From an optimization exercise on the open Yosys and OpenROAD flow, aimed at small area and a short achievable clock period; shortcuts taken in it are not production practice. In this exercise RTL edits were held to simulation tests only and were not proved equivalent to the original.

## flow/design.v (module list and top-level ports; edited modules follow where they fit)
// module EdgeRasterizer_add16: 28 lines
// module EdgeRasterizer: 897 lines
module EdgeRasterizer(clock,
						in_sig_start_new_triangle,
						in_sig_get_boundary_coords,
						in_sig_form_edges,
						in_sig_pixel_loop_setup,
						in_sig_rasterize_pixels,
						in_v0_screen_x, in_v0_screen_y,
						in_v1_screen_x, in_v1_screen_y,
						in_v2_screen_x, in_v2_screen_y,
						in_v0_depth, in_v1_depth, in_v2_depth,
						in_color,
						out_sig_rasterize_write_pixel,
						out_sig_rasterize_done,
						out_pixel_x, out_pixel_y,
						out_pixel_depth,
						out_pixel_color);
  // ...
==> flow/run.sh <==
#!/bin/bash
# synth_recipe.tcl (not shown) runs the flow's synth.tcl, then flattens the netlist and writes it again
# the make line also repeats each setting of config.mk as NAME=value (left out here)
make -C /OpenROAD-flow-scripts/flow DESIGN_CONFIG=/design/flow/config.mk WORK_HOME=/design/flow/orfs CLKGATE_MAP_FILE= SYNTH_SCRIPT=/design/flow/synth_recipe.tcl finish
==> flow/config.mk <==
export PLATFORM = sky130hd
export DESIGN_NAME = EdgeRasterizer
export DESIGN_NICKNAME = EdgeRasterizer
export VERILOG_FILES = /design/flow/design.v
export SDC_FILE = /design/flow/constraint.sdc
export NUM_CORES = 4
export LEC_CHECK = 0
export CAP_MARGIN = 20
export CORE_MARGIN = 2
export CORE_UTILIZATION = 40
export SLEW_MARGIN = 20
==> flow/constraint.sdc <==
create_clock -name core_clock -period 28.0 [get_ports {clock}]
set_input_delay 5.6000 -clock core_clock [delete_from_list [all_inputs] [get_ports {clock}]]
set_output_delay 5.6000 -clock core_clock [all_outputs]
set_load 0.01 [all_outputs]
==> impl_metrics.xml, run 1 <==
<?xml version="1.0" encoding="UTF-8"?>
<metrics>
  <group name="sta">
    <metric name="timing.final.max_slew_violations" unit="">0</metric>
    <metric name="finalCritPeriodShare" unit="">0.3177</metric>
    <metric name="hold-worst-slack" unit="ns">0.4982</metric>
    <metric name="min_period" unit="ns">8.897</metric>
    <metric name="setup-tns-final" unit="ns">0</metric>
  </group>
  <group name="logic_synthesis">
    <metric name="ys.flop_type" unit="">sky130_fd_sc_hd__edfxtp_1</metric>
    <metric name="synth_compound_area_frac" unit="">0.1021</metric>
    <metric name="synthCells" unit="">3205</metric>
    <metric name="synthesis.area" unit="sq um">31090</metric>
    <metric name="synth_mux_area_frac" unit="">0.08585</metric>
    <metric name="synth_xor_xnor_area_share" unit="">0.06029</metric>
    <metric name="adder_cell_share_of_the_synthesized_area" unit="">0.2981</metric>
  </group>
  <group name="finish">
    <metric name="design_area" unit="sq um">35280</metric>
    <metric name="clkbuf_count" unit="">41</metric>
    <metric name="layout.cells.most_common_list" unit="">sky130_fd_sc_hd__inv_1, sky130_fd_sc_hd__nor2_1, sky130_fd_sc_hd__fa_1, sky130_fd_sc_hd__ha_1, sky130_fd_sc_hd__edfxtp_1</metric>
    <metric name="fill_cells" unit="">7385</metric>
    <metric name="post_layout_nonfiller_instances" unit="">4417</metric>
    <metric name="flow.area_growth_from_synthesis" unit="%">13.47</metric>
  </group>
  <group name="routing">
    <metric name="vias_per_cell" unit="">5.461</metric>
    <metric name="wirelength" unit="um">103000</metric>
    <metric name="detailroute.via_count" unit="">24120</metric>
  </group>
  <group name="setup_path">
    <metric name="cp-endpoint" unit="">rs1[15]</metric>
    <metric name="worst-endpoint-arrival" unit="ns">9.20</metric>
    <metric name="cp_common_cell" unit="">sky130_fd_sc_hd__xnor2_1</metric>
    <metric name="worst_path_largest_cell_delay" unit="ns">0.72</metric>
    <metric name="buffers_plus_inverters_on_the_worst_setup_path" unit="">6</metric>
    <metric name="reg2reg_to" unit="">rs1[15]</metric>
    <metric name="cell_family_contributing_the_most_delay_on_the_critical_path" unit="">adder cells</metric>
    <metric name="worstPathMaxFanout" unit="">45</metric>
  </group>
  <group name="global_routing">
    <metric name="use_met1" unit="">0.3595</metric>
    <metric name="globalRouteOverflowTotal" unit="">0</metric>
    <metric name="maximum_number_of_pins_on_one_net_before_global_route_repair" unit="">90</metric>
  </group>
  <group name="worst_hold_path">
    <metric name="holdCritStartpoint" unit="">e2[15]</metric>
  </group>
  <group name="clock_tree">
    <metric name="cts-buffers-inserted" unit="">37</metric>
    <metric name="ctsRootBufferMaster" unit="">sky130_fd_sc_hd__clkbuf_16</metric>
  </group>
  <group name="placed_design">
    <metric name="gp_routability_congestion" unit="">0.9331</metric>
    <metric name="pre_cts_ws" unit="ns">19.20</metric>
  </group>
  <group name="run_status">
    <metric name="outcome" unit="">no timing/DRC/antenna violations</metric>
  </group>
</metrics>
==> inputs of run 2 (changes only) <==
--- a/flow/design.v
+++ b/flow/design.v
@@ -802,52 +802,52 @@
 	wire m2t_s341 = m2t_s313 ^ m2t_c280 ^ m2t_c312;
 	wire m2t_c342 = (m2t_s313 & m2t_c280) | (m2t_s313 & m2t_c312) | (m2t_c280 & m2t_c312);
 	wire m2t_s343 = m2t_s315 ^ m2t_c284 ^ m2t_c314;
 	wire m2t_c344 = (m2t_s315 & m2t_c284) | (m2t_s315 & m2t_c314) | (m2t_c284 & m2t_c314);
 	wire m2t_s345 = m2t_s317 ^ m2t_c288 ^ m2t_c316;
 	wire m2t_c346 = (m2t_s317 & m2t_c288) | (m2t_s317 & m2t_c316) | (m2t_c288 & m2t_c316);
 	wire [15:0] s2v = {m2t_s345, m2t_s343, m2t_s341, m2t_s339, m2t_s337, m2t_s335, m2t_s333, m2t_s331, m2t_s329, m2t_s327, m2t_s325, m2t_s323, m2t_s321, m2t_s319, m2t_p2, m2t_p1};
 	wire [15:0] c2v = {m2t_c344, m2t_c342, m2t_c340, m2t_c338, m2t_c336, m2t_c334, m2t_c332, m2t_c330, m2t_c328, m2t_c326, m2t_c324, m2t_c322, m2t_c320, m2t_p32, m2t_p17, 1'b0};
-	wire [15:0] u1 = ph_b ? ~s2v : (ph_c & j1) ? area : 16'd0;
-	wire [15:0] v1 = ph_b ? ~c2v : 16'd0;
+	wire [15:0] area_c;
+	wire area_cc;
+	EdgeRasterizer_add16 u_area(e1, ~e2, 1'b1, area_c, area_cc);
+	wire [15:0] u1 = (ph_c & j1) ? area_c : 16'd0;
 	wire [15:0] f1s = s1v ^ c1v ^ u1;
 	wire [15:0] f1c = (s1v & c1v) | (s1v & u1) | (c1v & u1);
-	wire [15:0] g1s = f1s ^ {f1c[14:0], ph_b} ^ v1;
-	wire [15:0] g1c = (f1s & {f1c[14:0], ph_b}) | (f1s & v1) | ({f1c[14:0], ph_b} & v1);
-	wire [15:0] res1 = g1s + {g1c[14:0], ph_b};
-	wire [15:0] u2 = (ph_c & j2) ? area : 16'd0;
+	wire [15:0] res1 = f1s + {f1c[14:0], 1'b0};
+	wire [15:0] u2 = (ph_c & j2) ? area_c : 16'd0;
 	wire [15:0] f2s = s2v ^ c2v ^ u2;
 	wire [15:0] f2c = (s2v & c2v) | (s2v & u2) | (c2v & u2);
 	wire [15:0] res2 = f2s + {f2c[14:0], 1'b0};
 	wire [15:0] xd;
 	wire xd_c;
 	EdgeRasterizer_add16 u_xd(x, ~r4, 1'b1, xd, xd_c);
-	wire [7:0] inv = (area[15:8] != 8'd0 || area[7:0] == 8'd0) ? 8'd0 :
-		(area[7:0] <= 8'd1) ? 8'd128 :
-		(area[7:0] <= 8'd2) ? 8'd64 :
-		(area[7:0] <= 8'd3) ? 8'd42 :
-		(area[7:0] <= 8'd4) ? 8'd32 :
-		(area[7:0] <= 8'd5) ? 8'd25 :
-		(area[7:0] <= 8'd6) ? 8'd21 :
-		(area[7:0] <= 8'd7) ? 8'd18 :
-		(area[7:0] <= 8'd8) ? 8'd16 :
-		(area[7:0] <= 8'd9) ? 8'd14 :
-		(area[7:0] <= 8'd10) ? 8'd12 :
-		(area[7:0] <= 8'd11) ? 8'd11 :
-		(area[7:0] <= 8'd12) ? 8'd10 :
-		(area[7:0] <= 8'd14) ? 8'd9 :
-		(area[7:0] <= 8'd16) ? 8'd8 :
-		(area[7:0] <= 8'd18) ? 8'd7 :
-		(area[7:0] <= 8'd21) ? 8'd6 :
-		(area[7:0] <= 8'd25) ? 8'd5 :
-		(area[7:0] <= 8'd32) ? 8'd4 :
-		(area[7:0] <= 8'd42) ? 8'd3 :
-		(area[7:0] <= 8'd64) ? 8'd2 :
-		(area[7:0] <= 8'd128) ? 8'd1 : 8'd0;
+	wire [7:0] inv = (area_c[15:8] != 8'd0 || area_c[7:0] == 8'd0) ? 8'd0 :
+		(area_c[7:0] <= 8'd1) ? 8'd128 :
+		(area_c[7:0] <= 8'd2) ? 8'd64 :
+		(area_c[7:0] <= 8'd3) ? 8'd42 :
+		(area_c[7:0] <= 8'd4) ? 8'd32 :
+		(area_c[7:0] <= 8'd5) ? 8'd25 :
+		(area_c[7:0] <= 8'd6) ? 8'd21 :
+		(area_c[7:0] <= 8'd7) ? 8'd18 :
+		(area_c[7:0] <= 8'd8) ? 8'd16 :
+		(area_c[7:0] <= 8'd9) ? 8'd14 :
+		(area_c[7:0] <= 8'd10) ? 8'd12 :
+		(area_c[7:0] <= 8'd11) ? 8'd11 :
+		(area_c[7:0] <= 8'd12) ? 8'd10 :
+		(area_c[7:0] <= 8'd14) ? 8'd9 :
+		(area_c[7:0] <= 8'd16) ? 8'd8 :
+		(area_c[7:0] <= 8'd18) ? 8'd7 :
+		(area_c[7:0] <= 8'd21) ? 8'd6 :
+		(area_c[7:0] <= 8'd25) ? 8'd5 :
+		(area_c[7:0] <= 8'd32) ? 8'd4 :
+		(area_c[7:0] <= 8'd42) ? 8'd3 :
+		(area_c[7:0] <= 8'd64) ? 8'd2 :
+		(area_c[7:0] <= 8'd128) ? 8'd1 : 8'd0;
 	wire [8:0] dd1 = {7'd0, dep1} - {7'd0, dep0};
 	wire [8:0] dd2 = {7'd0, dep2} - {7'd0, dep0};
 	wire [15:0] e0 = area - e1 - e2;
 	wire in_tri = ~e0[15] & ~e1[15] & ~e2[15];
 	wire [8:0] t1 = s1v[8:0] + c1v[8:0];
 	wire [8:0] t2 = s2v[8:0] + c2v[8:0];
 	wire [10:0] dsum = {2'b00, t1} + {2'b00, t2} + {2'b00, dep0, 1'b1, 6'd0};
 	wire [1:0] dq = (dsum[10:9] != 2'b00) ? 2'b11 : dsum[8:7];
@@ -888,25 +888,24 @@
 			max_x <= mxx;
 			j1 <= iy1;
 			j2 <= ~iy0 & ~iy1;
 		end
 		if (bd | rs) begin
 			x <= ph_a ? mnx : nx;
 			y <= ph_a ? mny : yi;
 		end
-		if (fe)
-			area <= res1;
 		if (ls) begin
+			area <= area_c;
 			m1 <= dd1 * {1'b0, inv};
 			m2 <= dd2 * {1'b0, inv};
 		end
-		if (ls | (rs & ~hold)) begin
-			e1 <= ph_c ? res1 : e1n;
-			e2 <= ph_c ? res2 : e2n;
+		if (fe | ls | (rs & ~hold)) begin
+			e1 <= setup_bc ? res1 : e1n;
+			e2 <= setup_bc ? res2 : e2n;
 		end
 		if (ls | (rs & wrap)) begin
 			rs1 <= ph_c ? res1 : e1n;
 			rs2 <= ph_c ? res2 : e2n;
 		end
 		if (ls | rs) begin
 			nsel <= ~ph_c & wrap;
 			nincx <= ~ph_c & ~atx;
==> run 2 against run 1 <==
Against the previous run:
- cell count grew 0.68%
- worst setup slack improved by 1.1 ns
- design area grew 1.3%
- non-clock buffer count shrank 1
- via count about the same
- synthesized area increased by 1.3%
- hold slack better by 0.23 ns
- global-route usage shrank 1.1 points
- clock-buffer cell count increased by 2
- largest cell class unchanged
==> impl_metrics.xml, run 2 <==
<?xml version="1.0" encoding="UTF-8"?>
<metrics>
  <group name="worst_hold_path">
    <metric name="holdCritStartpoint" unit="">r5[1]</metric>
    <metric name="holdCritPathClass" unit="">register to register</metric>
    <metric name="min_delay_path_depth" unit="">2</metric>
  </group>
  <group name="sta">
    <metric name="finalCritPeriodShare" unit="">0.2786</metric>
    <metric name="timing.fmax" unit="MHz">128.2</metric>
    <metric name="final_hold_violation_count" unit="">0</metric>
    <metric name="timing.final.setup_violations" unit="">0</metric>
    <metric name="rsz0062_at_grt" unit="">false</metric>
    <metric name="setup-tns-final" unit="ns">0</metric>
    <metric name="min_period" unit="ns">7.801</metric>
    <metric name="relSlewSlack" unit="">0.2733</metric>
    <metric name="postLayoutSetupSlackWorst" unit="ns">20.20</metric>
    <metric name="fin_skew" unit="ns">0.03469</metric>
    <metric name="timing.final.max_slew_violations" unit="">0</metric>
    <metric name="hold-worst-slack" unit="ns">0.7240</metric>
    <metric name="worst_margin_pin_slew" unit="ns">1.069</metric>
  </group>
  <group name="logic_synthesis">
    <metric name="synthCells" unit="">3223</metric>
    <metric name="synth.yosys.seq_area_share" unit="">0.2620</metric>
    <metric name="synth.yosys.warnings" unit="">2</metric>
    <metric name="synth_enable_flop_cells" unit="">272</metric>
    <metric name="ys.flop_type" unit="">sky130_fd_sc_hd__edfxtp_1</metric>
    <metric name="synth_async_sr_flop_share" unit="">0</metric>
    <metric name="synthesis.nets" unit="">3932</metric>
    <metric name="synthTopCellsByArea" unit="">sky130_fd_sc_hd__edfxtp_1, sky130_fd_sc_hd__fa_1, sky130_fd_sc_hd__ha_1, sky130_fd_sc_hd__inv_1, sky130_fd_sc_hd__mux2i_1</metric>
    <metric name="synthDominantCellAreaShare" unit="">0.2594</metric>
    <metric name="synth_most_common_cell" unit="">sky130_fd_sc_hd__inv_1</metric>
    <metric name="synthesis.area" unit="sq um">31490</metric>
    <metric name="synth.top_cells.by_count" unit="">sky130_fd_sc_hd__inv_1, sky130_fd_sc_hd__nor2_1, sky130_fd_sc_hd__ha_1</metric>
    <metric name="synth.largest_area_cell" unit="">sky130_fd_sc_hd__edfxtp_1</metric>
    <metric name="synth_seq_cells" unit="">276</metric>
    <metric name="yosysUniqueCellTypes" unit="">80</metric>
    <metric name="average_size_of_a_mapped_cell" unit="sq um">9.769</metric>
  </group>
  <group name="clock_tree">
    <metric name="max-clock-path-buffers" unit="">3</metric>
    <metric name="cts_htree_levels" unit="">2</metric>
    <metric name="ctsRootBufferMaster" unit="">sky130_fd_sc_hd__clkbuf_16</metric>
    <metric name="cts-buffers-inserted" unit="">38</metric>
    <metric name="postCtsHoldBufs" unit="">0</metric>
    <metric name="insertion_delay" unit="ns">0.58</metric>
    <metric name="cts_tree" unit="">done</metric>
    <metric name="post_cts_buffers" unit="">0</metric>
    <metric name="cts.sinks" unit="">276</metric>
    <metric name="cts.repair.resized" unit="">0</metric>
    <metric name="clk_pin_slew_worst_paths" unit="ns">0.06</metric>
  </group>
  <group name="finish">
    <metric name="flow.area_growth_from_synthesis" unit="%">13.45</metric>
    <metric name="final_common_cell" unit="">sky130_fd_sc_hd__inv_1</metric>
    <metric name="fill_cells" unit="">7347</metric>
    <metric name="final_net_count" unit="">4087</metric>
    <metric name="drive_above_1_share" unit="">0.07896</metric>
    <metric name="layout.cells.most_common_list" unit="">sky130_fd_sc_hd__inv_1, sky130_fd_sc_hd__nor2_1, sky130_fd_sc_hd__ha_1, sky130_fd_sc_hd__fa_1, sky130_fd_sc_hd__edfxtp_1</metric>
    <metric name="end_of_flow_core_utilization" unit="">0.4596</metric>
    <metric name="antenna_cells" unit="">0</metric>
  </group>
  <group name="die">
    <metric name="row_count" unit="">102</metric>
    <metric name="die-width" unit="um">284.6</metric>
    <metric name="dieArea" unit="sq um">80970</metric>
    <metric name="initial_utilization" unit="">0.4051</metric>
    <metric name="core" unit="sq um">77720</metric>
    <metric name="fp.dieH" unit="um">284.6</metric>
    <metric name="design.portCount" unit="">176</metric>
  </group>
  <group name="setup_path">
    <metric name="worst_path_largest_cell_delay" unit="ns">0.52</metric>
    <metric name="cp_common_cell" unit="">sky130_fd_sc_hd__and3_1</metric>
    <metric name="worstPathMaxFanout" unit="">45</metric>
    <metric name="critical-path-slowest-cell" unit="">sky130_fd_sc_hd__buf_4</metric>
    <metric name="startpoint_to_endpoint_class_of_the_critical_path" unit="">register to register</metric>
    <metric name="worst-endpoint-arrival" unit="ns">8.23</metric>
    <metric name="ff2ff_setup_slack" unit="ns">20.20</metric>
    <metric name="worst_setup_start_kind" unit="">register</metric>
    <metric name="crit_required" unit="ns">28.42</metric>
    <metric name="rr_startpoint" unit="">x[0]</metric>
    <metric name="ff2ff_path_depth" unit="">30</metric>
    <metric name="worst_setup_path_startpoint" unit="">x[0]</metric>
    <metric name="worst_setup_path_end_kind" unit="">register</metric>
  </group>
  <group name="routing">
    <metric name="detailroute.via_count" unit="">24140</metric>
    <metric name="antenna_left" unit="">0</metric>
    <metric name="wirelength" unit="um">100600</metric>
    <metric name="wire_per_inst" unit="um">22.62</metric>
    <metric name="firstDrtPassIters" unit="">6</metric>
    <metric name="remaining_drc_errors" unit="">0</metric>
    <metric name="detail_route.iter0.violations" unit="">2051</metric>
    <metric name="vias_per_cell" unit="">5.429</metric>
  </group>
  <group name="run_status">
    <metric name="outcome" unit="">no timing/DRC/antenna violations</metric>
  </group>
  <group name="global_routing">
    <metric name="via_count_of_the_first_global_routing_pass" unit="">24380</metric>
    <metric name="wire_length_of_the_first_global_routing_pass" unit="um">153900</metric>
    <metric name="maximum_number_of_pins_on_one_net_before_global_route_repair" unit="">75</metric>
    <metric name="groute.usage.overall" unit="">0.2506</metric>
    <metric name="globalRouteOverflowTotal" unit="">0</metric>
    <metric name="grt_antenna_before_repair" unit="">0</metric>
  </group>
  <group name="flow_run">
    <metric name="cap_violations" unit="">0</metric>
  </group>
  <group name="placed_design">
    <metric name="post_detail_place_hpwl" unit="um">79150</metric>
    <metric name="place.port_buffers" unit="">175</metric>
    <metric name="pre_cts_ws" unit="ns">20.08</metric>
    <metric name="gp_routability_congestion" unit="">0.9325</metric>
  </group>
</metrics>
run 2: worst paths after layout:
check | endpoint
setup / recovery | rs1[14]
hold / removal | y[1]
setup reg to reg | rs1[14]
hold reg to reg | y[1]
run 2: cell type report:
type	instances	area [sq um]	area share
inverters	481	1805	0.05054
multi-input cells	2358	20990	0.5877
repair buffers	223	2112	0.05913
clock buffers	43	969.7	0.02715
clock inverters	26	292.8	0.008196
well taps	1040	1301	0.03643
flip-flops and latches	276	8248	0.2309
run 2: per-stage QoR:
| step | instances | instance area, sq um |
|---|---|---|
| final | 4447 | 35720 |
| after global routing | 4447 | 35720 |
| after CTS | 4446 | 35700 |
| after detailed placement | 4377 | 34440 |
| after global placement | 4377 | 34430 |
| after floorplan | 3223 | 31490 |
run 2: routing by layer:
| layer | global-route usage | routed length [um] | up-vias |
|---|---|---|---|
| met1 | 0.3454 | 43180 | 11950 |
| li1 | - | - | 11130 |
| met2 | 0.4068 | 46220 | 916 |
| met5 | 0 | 0 | - |
| met4 | 0.08013 | 3606 | 0 |
| met3 | 0.03467 | 7603 | 152 |
run 2: kinds of logic (layout without fill, tap and decap cells):
| family | after synthesis | after routing | share of synthesized area |
|---|---|---|---|
| simple gates | 815 | 815 | 0.1168 |
| xor+xnor | 212 | 212 | 0.06259 |
| compound gates | 497 | 497 | 0.09867 |
| flops | 276 | 276 | 0.2620 |
| mux | 249 | 249 | 0.08548 |
| buf+inv | 589 | 773 | 0.07411 |
| fa+ha+maj | 585 | 585 | 0.3004 |
run 2: critical path: cells and delay by family (launching register included):
| kind | cells | cell delay, ns |
|---|---|---|
| and+or+nand+nor | 9 | 2.41 |
| AOI/OAI and AO/OA | 8 | 1.76 |
| adders and majority gates | 6 | 1.54 |
| muxes | 3 | 0.71 |
| buffers and inverters | 3 | 0.63 |
| DFF | 1 | 0.43 |
| xor gates and xnor gates | 1 | 0.11 |
